Source: an optimization exercise on an open RTL-to-GDS flow (aim: small area). Production flows keep margins and buffers that such runs may drop.
Where RTL was checked, it was by simulation tests only, not by an equivalence proof against the original.
Power figures rest on the tool's default switching activity, not on a simulated workload.

==> violet <==
// top
module top(
input clk,
input rst,
input [15:0] MemDB,
input [4:0] clt,
output [2:0] red,
output [2:0] green,
output [1:0] blue,
output hsync,
output vsync,
output [25:0] MemAdr,
output we_L,
output oe_L,
output ce_L,
output lb_L,
output ub_L,
output RamADV_L,
output RamCLK,
output RamCRE,
output FlashCS,
output [3:0] sel,
output [7:0] data
    );
clock: 10.0 ns
lec_check: 0
cap_margin: 20
core_margin: 2
core_utilization: 40
slew_margin: 20
synth_memory_max_bits: 20000
run.sh (not shown) runs the stock make flow with config.mk's settings and CLKGATE_MAP_FILE= SYNTH_SCRIPT=/design/flow/synth_recipe.tcl, a recipe that flattens the netlist after the stock synthesis.
==> inputs of willow, as changes to violet <==
--- a/flow/design.v
+++ b/flow/design.v
@@ -837,25 +837,21 @@
 input clk,
 input rst,
 input [1:0] win,
 input start,
 input scan_end,
-output reg [3:0] sel,
+output [3:0] sel,
 output reg [7:0] data,
 output [1:0] Winner
     );
 reg [1:0] win1, win2;
 reg [7:0] scorea, scoreb;
 assign Winner = (scorea > scoreb) ? 2'd1 : ((scorea == scoreb) ? 2'd3 : 2'd2);
-always@(posedge clk or posedge rst)
-	if(rst) begin
-		win1 <= 0;
-		win2 <= 0;
-	end else begin
-		win1 <= win;
-		win2 <= win1;
-	end
+always@(posedge clk) begin
+	win1 <= win;
+	win2 <= win1;
+end
 always@(posedge clk or posedge rst)
 	if(rst) begin
 		scorea <= 0;
 		scoreb <= 0;
 	end else if(!start) begin
@@ -872,26 +868,29 @@
 			scoreb[3:0] <= 4'd0;
 			scoreb[7:4] <= scoreb[7:4] + 4'd1;
 		end else
 			scoreb[3:0] <= scoreb[3:0] + 4'd1;
 	end
+reg sel_on;
+reg [1:0] sel_i;
+assign sel = sel_on ? ~(4'b0001 << sel_i) : 4'b0000;
 always@(posedge clk or posedge rst)
-	if(rst)
-		sel <= 4'b0000;
-	else if(scan_end)
-		case(sel)
-			4'b1110: sel <= 4'b1101;
-			4'b1101: sel <= 4'b1011;
-			4'b1011: sel <= 4'b0111;
-			default: sel <= 4'b1110;
-		endcase
+	if(rst) begin
+		sel_on <= 0;
+		sel_i <= 0;
+	end else if(scan_end) begin
+		sel_on <= 1;
+		if(sel_on) sel_i <= sel_i + 2'd1;
+	end
 reg [3:0] digit;
 always @* begin
-	if(sel == 4'b1110) digit = scoreb[3:0];
-	else if(sel == 4'b1101) digit = scoreb[7:4];
-	else if(sel == 4'b1011) digit = scorea[3:0];
-	else digit = scorea[7:4];
+	case({sel_on, sel_i})
+		3'b100: digit = scoreb[3:0];
+		3'b101: digit = scoreb[7:4];
+		3'b110: digit = scorea[3:0];
+		default: digit = scorea[7:4];
+	endcase
 	case(digit)
 		4'h0: data = 8'b0000_0011;
 		4'h1: data = 8'b1001_1111;
 		4'h2: data = 8'b0010_0101;
 		4'h3: data = 8'b0000_1101;
@@ -947,11 +946,11 @@
 	if(rst) start <= 0;
 	else start <= (state == 4'd3) || (state == 4'd5) || (state == 4'd6);
 always@(posedge clk)
 	if(Mark)
 		Wait <= 0;
-	else if(flag)
+	else
 		Wait <= {Wait[20:0], ~(Wait[21] ^ Wait[20])};
 always@(posedge clk or posedge rst)
 	if(rst)
 		flag <= 0;
 	else if(wait_end)
@@ -1047,11 +1046,11 @@
 wire game = (state == 4'd3) || (state == 4'd5) || (state == 4'd6);
 wire flag, flag_bar_a, flag_bar_b;
 wire [4:0] b_row; wire [3:0] b_col;
 wire [6:0] a_row; wire [3:0] a_col;
 wire [6:0] c_row; wire [3:0] c_col;
-spr_ball_ctl u_ball_ctl(.clk(clk), .rst(rst), .clk_80ns(clk_80ns), .clk_c7(clk_c7),
+spr_ball_ctl u_ball_ctl(.clk(clk), .rst(rst), .clk_40ns(clk_40ns), .clk_80ns(clk_80ns), .clk_c7(clk_c7),
 	.hcount(hcount), .vcount(vcount), .ball_x(ball_x), .ball_y(ball_y),
 	.flag(flag), .row(b_row), .col(b_col));
 spr_bar_ctl #(.HLO(10'd149), .HHI(10'd166)) u_bar_a_ctl(.clk(clk), .rst(rst),
 	.clk_40ns(clk_40ns), .clk_80ns(clk_80ns), .clk_c7(clk_c7), .hcount(hcount), .vcount(vcount),
 	.bar_y(bar_a_y), .flag(flag_bar_a), .row(a_row), .col(a_col));
@@ -1088,10 +1087,11 @@
 	end
 endmodule
 module spr_ball_ctl(
 input clk,
 input rst,
+input clk_40ns,
 input clk_80ns,
 input clk_c7,
 input [9:0] hcount,
 input [9:0] vcount,
 input [9:0] ball_x,
@@ -1117,28 +1117,40 @@
 		for(i = 0; i < 10; i = i + 1)
 			c = (a[i] ^ b[i]) ? b[i] : c;
 		lt10 = c;
 	end
 endfunction
-reg [9:0] x_tem, y_tem;
+reg [9:0] x_tem;
 reg on;
+reg same_line;	 
+reg wrapped;	 
 wire b_end = (row == 5'd19) && (col == 4'd9);
 wire [9:0] dx = add10(hcount, ~x_tem, 1'b1);
-wire hit = on && lt10(dx, 10'd20) && lt10(y_tem, vcount);
+wire hit = on && lt10(dx, 10'd20) && !same_line && (!wrapped || !lt10(vcount, 10'd503));
 wire cap = (vcount == ball_y);
 always@(posedge clk)
-	if(clk_80ns && !b_end && cap) begin
-		x_tem <= ball_x; y_tem <= ball_y;
-	end
+	if(clk_80ns && !b_end && cap)
+		x_tem <= ball_x;
 always@(posedge clk or posedge rst)
 	if(rst) begin
 		on <= 0;
 		flag <= 0;
-	end else if(clk_80ns) begin
-		if(b_end) on <= 0;
-		else if(cap) on <= 1;
-		flag <= !b_end && hit;
+		same_line <= 0;
+		wrapped <= 0;
+	end else begin
+		if(clk_80ns) begin
+			if(b_end) on <= 0;
+			else if(cap) on <= 1;
+			flag <= !b_end && hit;
+		end
+		if(clk_80ns && !b_end && cap) begin
+			same_line <= 1;
+			wrapped <= 0;
+		end else if(clk_40ns && hcount == 10'd799) begin
+			same_line <= 0;
+			if(vcount == 10'd520) wrapped <= 1;
+		end
 	end
 always@(posedge clk or posedge rst)
 	if(rst) begin
 		row <= 0; col <= 0;
 	end else if(clk_c7) begin
CAP_MARGIN = 0   (was 20)
CTS_BUF_LIST = sky130_fd_sc_hd__clkbuf_8   (was not set)
CTS_CLUSTER_DIAMETER = 70   (was not set)
CTS_CLUSTER_SIZE = 20   (was not set)
SLEW_MARGIN = 0   (was 20)
==> inputs of onyx, as changes to violet <==
--- a/flow/design.v
+++ b/flow/design.v
@@ -837,25 +837,21 @@
 input clk,
 input rst,
 input [1:0] win,
 input start,
 input scan_end,
-output reg [3:0] sel,
+output [3:0] sel,
 output reg [7:0] data,
 output [1:0] Winner
     );
 reg [1:0] win1, win2;
 reg [7:0] scorea, scoreb;
 assign Winner = (scorea > scoreb) ? 2'd1 : ((scorea == scoreb) ? 2'd3 : 2'd2);
-always@(posedge clk or posedge rst)
-	if(rst) begin
-		win1 <= 0;
-		win2 <= 0;
-	end else begin
-		win1 <= win;
-		win2 <= win1;
-	end
+always@(posedge clk) begin
+	win1 <= win;
+	win2 <= win1;
+end
 always@(posedge clk or posedge rst)
 	if(rst) begin
 		scorea <= 0;
 		scoreb <= 0;
 	end else if(!start) begin
@@ -872,26 +868,29 @@
 			scoreb[3:0] <= 4'd0;
 			scoreb[7:4] <= scoreb[7:4] + 4'd1;
 		end else
 			scoreb[3:0] <= scoreb[3:0] + 4'd1;
 	end
+reg sel_on;
+reg [1:0] sel_i;
+assign sel = sel_on ? ~(4'b0001 << sel_i) : 4'b0000;
 always@(posedge clk or posedge rst)
-	if(rst)
-		sel <= 4'b0000;
-	else if(scan_end)
-		case(sel)
-			4'b1110: sel <= 4'b1101;
-			4'b1101: sel <= 4'b1011;
-			4'b1011: sel <= 4'b0111;
-			default: sel <= 4'b1110;
-		endcase
+	if(rst) begin
+		sel_on <= 0;
+		sel_i <= 0;
+	end else if(scan_end) begin
+		sel_on <= 1;
+		if(sel_on) sel_i <= sel_i + 2'd1;
+	end
 reg [3:0] digit;
 always @* begin
-	if(sel == 4'b1110) digit = scoreb[3:0];
-	else if(sel == 4'b1101) digit = scoreb[7:4];
-	else if(sel == 4'b1011) digit = scorea[3:0];
-	else digit = scorea[7:4];
+	case({sel_on, sel_i})
+		3'b100: digit = scoreb[3:0];
+		3'b101: digit = scoreb[7:4];
+		3'b110: digit = scorea[3:0];
+		default: digit = scorea[7:4];
+	endcase
 	case(digit)
 		4'h0: data = 8'b0000_0011;
 		4'h1: data = 8'b1001_1111;
 		4'h2: data = 8'b0010_0101;
 		4'h3: data = 8'b0000_1101;
@@ -947,11 +946,11 @@
 	if(rst) start <= 0;
 	else start <= (state == 4'd3) || (state == 4'd5) || (state == 4'd6);
 always@(posedge clk)
 	if(Mark)
 		Wait <= 0;
-	else if(flag)
+	else
 		Wait <= {Wait[20:0], ~(Wait[21] ^ Wait[20])};
 always@(posedge clk or posedge rst)
 	if(rst)
 		flag <= 0;
 	else if(wait_end)
@@ -1047,11 +1046,11 @@
 wire game = (state == 4'd3) || (state == 4'd5) || (state == 4'd6);
 wire flag, flag_bar_a, flag_bar_b;
 wire [4:0] b_row; wire [3:0] b_col;
 wire [6:0] a_row; wire [3:0] a_col;
 wire [6:0] c_row; wire [3:0] c_col;
-spr_ball_ctl u_ball_ctl(.clk(clk), .rst(rst), .clk_80ns(clk_80ns), .clk_c7(clk_c7),
+spr_ball_ctl u_ball_ctl(.clk(clk), .rst(rst), .clk_40ns(clk_40ns), .clk_80ns(clk_80ns), .clk_c7(clk_c7),
 	.hcount(hcount), .vcount(vcount), .ball_x(ball_x), .ball_y(ball_y),
 	.flag(flag), .row(b_row), .col(b_col));
 spr_bar_ctl #(.HLO(10'd149), .HHI(10'd166)) u_bar_a_ctl(.clk(clk), .rst(rst),
 	.clk_40ns(clk_40ns), .clk_80ns(clk_80ns), .clk_c7(clk_c7), .hcount(hcount), .vcount(vcount),
 	.bar_y(bar_a_y), .flag(flag_bar_a), .row(a_row), .col(a_col));
@@ -1088,10 +1087,11 @@
 	end
 endmodule
 module spr_ball_ctl(
 input clk,
 input rst,
+input clk_40ns,
 input clk_80ns,
 input clk_c7,
 input [9:0] hcount,
 input [9:0] vcount,
 input [9:0] ball_x,
@@ -1117,34 +1117,42 @@
 		for(i = 0; i < 10; i = i + 1)
 			c = (a[i] ^ b[i]) ? b[i] : c;
 		lt10 = c;
 	end
 endfunction
-reg [9:0] x_tem, y_tem;
+reg [9:0] x_tem;
 reg on;
+reg same_line;	 
+reg wrapped;	 
 wire b_end = (row == 5'd19) && (col == 4'd9);
 wire [9:0] dx = add10(hcount, ~x_tem, 1'b1);
-wire hit = on && lt10(dx, 10'd20) && lt10(y_tem, vcount);
+wire hit = on && lt10(dx, 10'd20) && !same_line && (!wrapped || !lt10(vcount, 10'd503));
 wire cap = (vcount == ball_y);
 always@(posedge clk)
-	if(clk_80ns && !b_end && cap) begin
-		x_tem <= ball_x; y_tem <= ball_y;
-	end
+	if(clk_80ns && !b_end && cap)
+		x_tem <= ball_x;
 always@(posedge clk or posedge rst)
-	if(rst) begin
+	if(rst)
 		on <= 0;
-		flag <= 0;
-	end else if(clk_80ns) begin
+	else if(clk_80ns) begin
 		if(b_end) on <= 0;
 		else if(cap) on <= 1;
-		flag <= !b_end && hit;
 	end
-always@(posedge clk or posedge rst)
-	if(rst) begin
-		row <= 0; col <= 0;
-	end else if(clk_c7) begin
-		if(b_end) begin
+always@(posedge clk) begin
+		if(clk_80ns)
+			flag <= !b_end && hit;
+		if(clk_80ns && !b_end && cap) begin
+			same_line <= 1;
+			wrapped <= 0;
+		end else if(clk_40ns && hcount == 10'd799) begin
+			same_line <= 0;
+			if(vcount == 10'd520) wrapped <= 1;
+		end
+	end
+always@(posedge clk)
+	if(clk_c7) begin
+		if(b_end || !on) begin
 			row <= 0; col <= 0;
 		end else if(flag) begin
 			if(col == 4'd9) begin col <= 0; row <= row + 5'd1; end
 			else col <= col + 4'd1;
 		end
@@ -1176,30 +1184,27 @@
 reg same_line;
 wire a_end = (row == 7'd69) && (col == 4'd8);
 wire hit = on && !same_line && !lt10(hcount, HLO) && !lt10(HHI, hcount);
 wire cap = (vcount == bar_y);
 always@(posedge clk or posedge rst)
-	if(rst) begin
+	if(rst)
 		on <= 0;
-		same_line <= 0;
-		flag <= 0;
-	end else begin
-		if(clk_80ns) begin
-			if(a_end) on <= 0;
-			else if(cap) on <= 1;
+	else if(clk_80ns) begin
+		if(a_end) on <= 0;
+		else if(cap) on <= 1;
+	end
+always@(posedge clk) begin
+		if(clk_80ns)
 			flag <= !a_end && hit;
-		end
 		if(clk_80ns && !a_end && cap)
 			same_line <= 1;
 		else if(clk_40ns && hcount == 10'd799)
 			same_line <= 0;
 	end
-always@(posedge clk or posedge rst)
-	if(rst) begin
-		row <= 0; col <= 0;
-	end else if(clk_c7) begin
-		if(a_end) begin
+always@(posedge clk)
+	if(clk_c7) begin
+		if(a_end || !on) begin
 			row <= 0; col <= 0;
 		end else if(flag) begin
 			if(col == 4'd8) begin col <= 0; row <= row + 7'd1; end
 			else col <= col + 4'd1;
 		end
@@ -1306,11 +1311,10 @@
 		3'd3, 3'd4: ny_m = 2'd0;
 		default: ny_m = 2'd2;
 	endcase
 end
 wire [9:0] bxs = add10(ball_x, x_speed, 1'b0);
-wire [9:0] bys = add10(ball_y, y_speed, 1'b0);
 wire [9:0] ea = add10(bar_a_y, ~ball_y, 1'b1);
 wire [9:0] eb = add10(bar_b_y, ~ball_y, 1'b1);
 wire hit_a_x = !lt10(10'd166, bxs);	 
 wire hit_b_x = !lt10(bxs, 10'd741);	 
 wire wall_l = !lt10(10'd149, bxs);	 
@@ -1383,25 +1387,32 @@
 wire [9:0] bot_lo = 10'd955 - {7'd0, mag};		 
 wire c1 = in_a_x && !ys_neg && !lt10(ea, 10'd20) && !lt10(top_hi, ea);
 wire c2 = in_b_x && !ys_neg && !lt10(eb, 10'd20) && !lt10(top_hi, eb);
 wire c3 = in_a_x && ys_neg && !lt10(ea, bot_lo) && !lt10(10'd955, ea);
 wire c4 = in_b_x && !slt10(-10'd69, ea) && !slt10(eb, add10(y_speed, -10'd69, 1'b0));
+wire [3:0] d1 = ea[3:0] - 4'd4;		 
+wire [3:0] d2 = eb[3:0] - 4'd4;		 
+wire [3:0] d3 = ea[3:0] - 4'd11;	 
+wire [9:0] yop = c1 ? {{6{d1[3]}}, d1} : c2 ? {{6{d2[3]}}, d2} : c3 ? {{6{d3[3]}}, d3} : y_speed;
+wire [9:0] bys = add10(ball_y, yop, 1'b0);
+wire [9:0] y4 = add10(bar_b_y, 10'd69, 1'b0);
 wire wall_t = !lt10(10'd35, bys);	 
 wire wall_b = !lt10(bys, 10'd485);	 
-wire [9:0] bsel = (c1 || c3) ? bar_a_y : bar_b_y;
-wire [9:0] ynew = add10(bsel, (c1 || c2) ? -10'd20 : 10'd69, 1'b0);
 always@(posedge clk)
 	if(!start) begin
 		ball_y <= 10'd260;
 		ys_neg <= 0; ys_m <= ny_m;
 	end else if(!tick)
 		;
 	else if(scored) begin
 		ball_y <= 10'd260;
 		ys_neg <= 0; ys_m <= ny_m;
-	end else if(c1 || c2 || c3 || c4) begin
-		ball_y <= ynew;
+	end else if(c1 || c2 || c3) begin
+		ball_y <= bys;
+		ys_neg <= ~ys_neg;
+	end else if(c4) begin
+		ball_y <= y4;
 		ys_neg <= ~ys_neg;
 	end else if(wall_t) begin
 		ball_y <= 10'd35;
 		ys_neg <= ~ys_neg;
 	end else if(wall_b) begin
==> flow/flow/run.sh (new file) <==
#!/bin/bash
# The standard layout (standard.sh, unchanged synthesis and steps), with
# two changes: the port buffers that global placement inserts are the
# smallest buffer cell, sky130_fd_sc_hd__buf_1, instead of the one
# buffer_ports picks by default (every port still gets its buffer), and
# clock tree synthesis uses clkbuf_8 clusters without dummy loads.
set -euo pipefail
export BUFFER_PORTS_ARGS="-buffer_cell sky130_fd_sc_hd__buf_1"
export CTS_ARGS="-sink_clustering_enable -repair_clock_nets -buf_list sky130_fd_sc_hd__clkbuf_8 -sink_clustering_size 15 -sink_clustering_max_diameter 60 -dont_use_dummy_load"
bash standard.sh > standard.log 2>&1
==> flow/standard.sh (new file) <==
#!/bin/bash
# synth_recipe.tcl (not shown) runs the flow's synth.tcl, then flattens the netlist and writes it again
# the make line also repeats each setting of config.mk as NAME=value (left out here)
make -C /OpenROAD-flow-scripts/flow DESIGN_CONFIG=/design/flow/config.mk WORK_HOME=/design/flow/orfs CLKGATE_MAP_FILE= SYNTH_SCRIPT=/design/flow/synth_recipe.tcl "${@:-finish}"
CORE_UTILIZATION = 65   (was 40)
removed: flow/run.sh
==> results.rst <==
.. list-table::
   :header-rows: 1

   * - Metric
     - Value
   * - Amount of wire on met2 after detailed routing
     - 28120 um
   * - Worst-path cell with the longest stage delay
     - sky130_fd_sc_hd__or4_1
   * - Combinational fraction of design power
     - 28.3%
   * - Rel. slew slack
     - 29.19%
   * - Clock Pin Slew Worst Setup and Hold Paths
     - 0.12 ns
   * - Post-DR wirelength/cell
     - 19.37 um
   * - Power of the sequential group
     - 0.00142 W
   * - Count leader, synth
     - sky130_fd_sc_hd__dfrtp_1
   * - Switching Fraction
     - 35.99%
   * - Status
     - finished clean
   * - Number of clock buffers inserted by TritonCTS
     - 26
Source of the figures above: willow

==> results.rst <==
.. list-table::
   :header-rows: 1

   * - Metric
     - Value
   * - Switching Fraction
     - 33.02%
   * - Combinational fraction of design power
     - 25.8%
   * - Required time of the worst setup path
     - 10.47 ns
   * - Number of clock buffers inserted by TritonCTS
     - 39
   * - Status
     - finished clean
   * - Rel. slew slack
     - 16.82%
   * - Clock Pin Slew Worst Setup and Hold Paths
     - 0.06 ns
   * - Arr. time, crit path
     - 8.56 ns
   * - Power of the sequential group
     - 0.00149 W
Source of the figures above: violet

==> results.rst <==
.. list-table::
   :header-rows: 1

   * - Metric
     - Value
   * - Die span in y
     - 186.2 um
   * - Count leader, synth
     - sky130_fd_sc_hd__nand2_1
   * - Post-route minimum period
     - 9.589 ns
   * - Non-clock buffer area fraction after layout
     - 2.065%
   * - Tcrit/Tclk final
     - 95.89%
   * - Switching Fraction
     - 35.18%
   * - Hold path startpoint
     - u_Main_FSM.Down1$_DFF_PP0_
   * - Clock Pin Slew Worst Setup and Hold Paths
     - 0.10 ns
   * - Power of the sequential group
     - 0.00144 W
   * - Combinational fraction of design power
     - 29.6%
   * - Number of clock buffers inserted by TritonCTS
     - 28
   * - Worst-path cell with the longest stage delay
     - sky130_fd_sc_hd__fa_1
   * - Post-DR wirelength/cell
     - 20.18 um
   * - Post-Place Cells
     - 2886
   * - Rel. slew slack
     - 20.93%
   * - Status
     - finished clean
   * - Routed wl met3
     - 4719 um
   * - Amount of wire on met2 after detailed routing
     - 27000 um
Source of the figures above: onyx

For willow, only the layout was checked, not whether the RTL still works.

-- separate check: timing with driven ports --
The flow's constraints put no driver on any port. The routed layouts listed below were extracted and timed again, unchanged, in two steps.
Step 1 sets driving cells, clkbuf_16 on the clock port and buf_2 on the other inputs (assumed; they add their load-dependent delay and slew).
Step 2 also shifts input and output timing later by t, the mid clock arrival at the registers, as if the neighbouring blocks saw the same clock.
Slacks: ideal ports / drivers / drivers and shift; pairs: ideal ports / drivers.
run	shift t [ns]	setup WS [ns]	clock arrival spread, ns	worst register clock-pin slew, ns	worst data-port slew with drivers (ns)
violet	0.616	1.908 / 1.908 / 1.908	0.037 / 0.038	0.06 / 0.06	0.04
willow	0.678	1.867 / 1.867 / 1.867	0.039 / 0.039	0.12 / 0.12	0.04
onyx	0.623	0.411 / 0.411 / 0.411	0.130 / 0.130	0.10 / 0.10	0.05
After both steps setup and hold are still met in every run listed.
